This is an optimization exercise on Yosys and OpenROAD, whose aim is small area and a short achievable clock period, not a production implementation.
In this exercise RTL edits were held to simulation tests only and were not proved equivalent to the original.
Power figures rest on the tool's default switching activity, not on a simulated workload.

Setup of job 9228:
## axis_hdr_insert_top
module axis_hdr_insert_top (
	input          clk,
	input          rst_n,
	input          valid_in,
	input  [127:0] data_in,
	input  [15:0]  keep_in,
	input          last_in,
	output         ready_in,
	output         valid_out,
	output [127:0] data_out,
	output [15:0]  keep_out,
	output         last_out,
	input          ready_out,
	input          valid_insert,
	input  [127:0] data_insert,
	input  [15:0]  keep_insert,
	input  [3:0]   byte_insert_cnt,
	output         ready_insert
);
axi_stream_insert_header #(
	.DATA_WD      (128),
	.DATA_BYTE_WD (16),
	.BYTE_CNT_WD  (4)
) u_core (
	.clk             (clk),
	.rst_n           (rst_n),
	.valid_in        (valid_in),
	.data_in         (data_in),
	.keep_in         (keep_in),
	.last_in         (last_in),
	.ready_in        (ready_in),
	.valid_out       (valid_out),
	.data_out        (data_out),
	.keep_out        (keep_out),
	.last_out        (last_out),
	.ready_out       (ready_out),
	.valid_insert    (valid_insert),
	.data_insert     (data_insert),
	.keep_insert     (keep_insert),
	.byte_insert_cnt (byte_insert_cnt),
	.ready_insert    (ready_insert)
);
endmodule
clock: 7.0 ns
lec_check: 0
cap_margin: 20
core_margin: 2
core_utilization: 40
cts_cluster_diameter: 150
cts_cluster_size: 25
setup_slack_margin: 4.4
slew_margin: 20
standard.sh (not shown) runs the stock make flow with config.mk's settings and CLKGATE_MAP_FILE= SYNTH_SCRIPT=/design/flow/synth_recipe.tcl, a recipe that flattens the netlist after the stock synthesis.
==> flow/flow/run.sh <==
#!/bin/bash
# Standard ORFS layout (the standard.sh), except that the port buffers that
# global placement inserts on every input and output use a plain buffer cell.
set -euo pipefail
bash standard.sh "BUFFER_PORTS_ARGS=-buffer_cell sky130_fd_sc_hd__buf_2" finish > standard.log 2>&1
Job 9228 completed every stage of the flow, and the final layout passed the timing, DRC and antenna checks.
The inputs of job 7638 differ from those of job 9228 as listed below.
-- flow/flow/run.sh --
<<< job 9228, line 5
bash standard.sh "BUFFER_PORTS_ARGS=-buffer_cell sky130_fd_sc_hd__buf_2" finish > standard.log 2>&1
>>> job 7638, line 5
bash standard.sh "BUFFER_PORTS_ARGS=-buffer_cell sky130_fd_sc_hd__buf_1" finish > standard.log 2>&1
Results
- Job 9228: full flow OK, the timing, DRC and antenna checks passed
- Job 7638 closes out successfully: all stages finished, all timing, DRC and antenna checks passed.
- Summary — cell count along the critical path, job 7638 relative to job 9228: higher, by 5.
- Job 7638 vs job 9228, most common cell after layout, fill and taps aside: sky130_fd_sc_hd__buf_1 vs sky130_fd_sc_hd__buf_2
- Going from job 9228 to job 7638, proportion of layout cells with a drive suffix above 1 shrinks by 18 points.
- Job 7638 vs. job 9228: first-pass GRT wire length fell 0.32%; count of flip-flops with a built-in enable after synthesis about even.
- Of the two values seen for category of the critical setup timing path, flop to output pin was produced by job 9228 and flop to flop by job 7638.
- Total power, job 9228 and job 7638: larger value in job 9228
- Side by side, area added between synthesis and finish turned out lower in job 7638 than in job 9228.
- NOTE wire length job 9228->job 7638 increased slightly
- Diff job 9228 -> job 7638 | first-iteration DRC count | decrease of 5.1%
- The higher sequential share of layout area of job 9228 and job 7638 is in job 7638.
> inputs changed (job 7638 -> job 377)
Settings: an added GPL_ROUTABILITY_DRIVEN of 0.
==> run summary <==
- [compare] base=job 7638 new=job 377: routed wire length on met3 saw an increase, design area saw a decrease, worst hold-check slack saw a decrease, die outline area saw little to no change.
- Looking at termination of the worst setup path, the u_core.r_data_out[2]$_DFFE_PN0P_ result is from job 7638; the u_core.r_data_out[49]$_DFFE_PN0P_ one comes from job 377.
- Routed wire in job 377 totals less than in job 7638.
- Clock period minus final worst setup slack: job 7638 vs job 377 — no meaningful difference
- Share of the final layout cell area in sequential cells delta (job 7638 -> job 377): insignificant
- Core utilization: job 377 lower than job 7638
- Job 377 and job 7638 ended up with roughly the same total instance count after detailed placement.
- Maximum single-stage delay on the critical path (job 377 over job 7638): increase, 0.23 ns
- On number of buffers outside the clock class in the layout, job 377 tracks job 7638 almost exactly.
The following lists how job 1116 was set up differently from job 377:
Settings: a change of SETUP_SLACK_MARGIN from 4.4 to 4.45; an added TNS_END_PERCENT of 20; a deleted GPL_ROUTABILITY_DRIVEN that had been 0.
## What came out
- NOTE: layout-stage area growth over the synthesis result in job 1116 exceeds that of job 377
- Total power was lower in job 377 than in job 1116.
- The sequential share of layout area in job 1116 sits 0.33 points below the value recorded for job 377.
- Job 1116 vs. job 377: number of vias per cell went up, layout cell share with drive strength beyond 1 picked up an extra 0.42 points.
Relative to job 1116, the following input files were edited for job 9769:
Settings: changing CTS_CLUSTER_SIZE from 25 to 30; changing SETUP_SLACK_MARGIN from 4.45 to 4.4; removing TNS_END_PERCENT (formerly 20).
-- flow/flow/run.sh --
<<< job 1116, line 5
bash standard.sh "BUFFER_PORTS_ARGS=-buffer_cell sky130_fd_sc_hd__buf_1" finish > standard.log 2>&1
>>> job 9769, line 5
bash standard.sh "BUFFER_PORTS_ARGS=-buffer_cell sky130_fd_sc_hd__buf_2" finish > standard.log 2>&1
### Flow results
- Job 9769 completed end to end with timing, DRC and antenna clean.
- Summary of job 9769 over job 1116: count of clock-net buffers in the final layout has decreased; fraction of area in registers has decreased; shortest period the worst path allows has decreased.

separate check: timing with driven ports:
In the flow no input, the clock included, has a driving cell. The finished layouts below were timed again as built, in two steps. Step 1: set_driving_cell puts a clkbuf_16 on clk and a buf_2 on each other input, an assumption about the parent block. Step 2 also shifts input and output timing later by t, the mid clock arrival at the registers, as if the neighbouring blocks saw the same clock. Three values: no drivers, after step 1, after step 2; two values: the first two.
run | t, ns | setup WS [ns] | worst hold slack (ns)
job 9228 | 0.627 | 4.395 / 4.337 / 3.872 | 0.335 / 0.335 / 0.335
job 7638 | 0.639 | 4.403 / 4.348 / 3.914 | 0.351 / 0.351 / 0.351
job 377 | 0.636 | 4.404 / 4.351 / 3.887 | 0.346 / 0.346 / 0.346
job 1116 | 0.637 | 4.358 / 4.325 / 3.863 | 0.349 / 0.349 / 0.349
job 9769 | 0.619 | 4.362 / 4.335 / 3.893 | 0.353 / 0.353 / 0.353
After both steps setup and hold are still met in every run listed. The setup slack of job 9228, which loses most, moves by -0.058 ns with the drivers and by -0.523 ns with both steps.
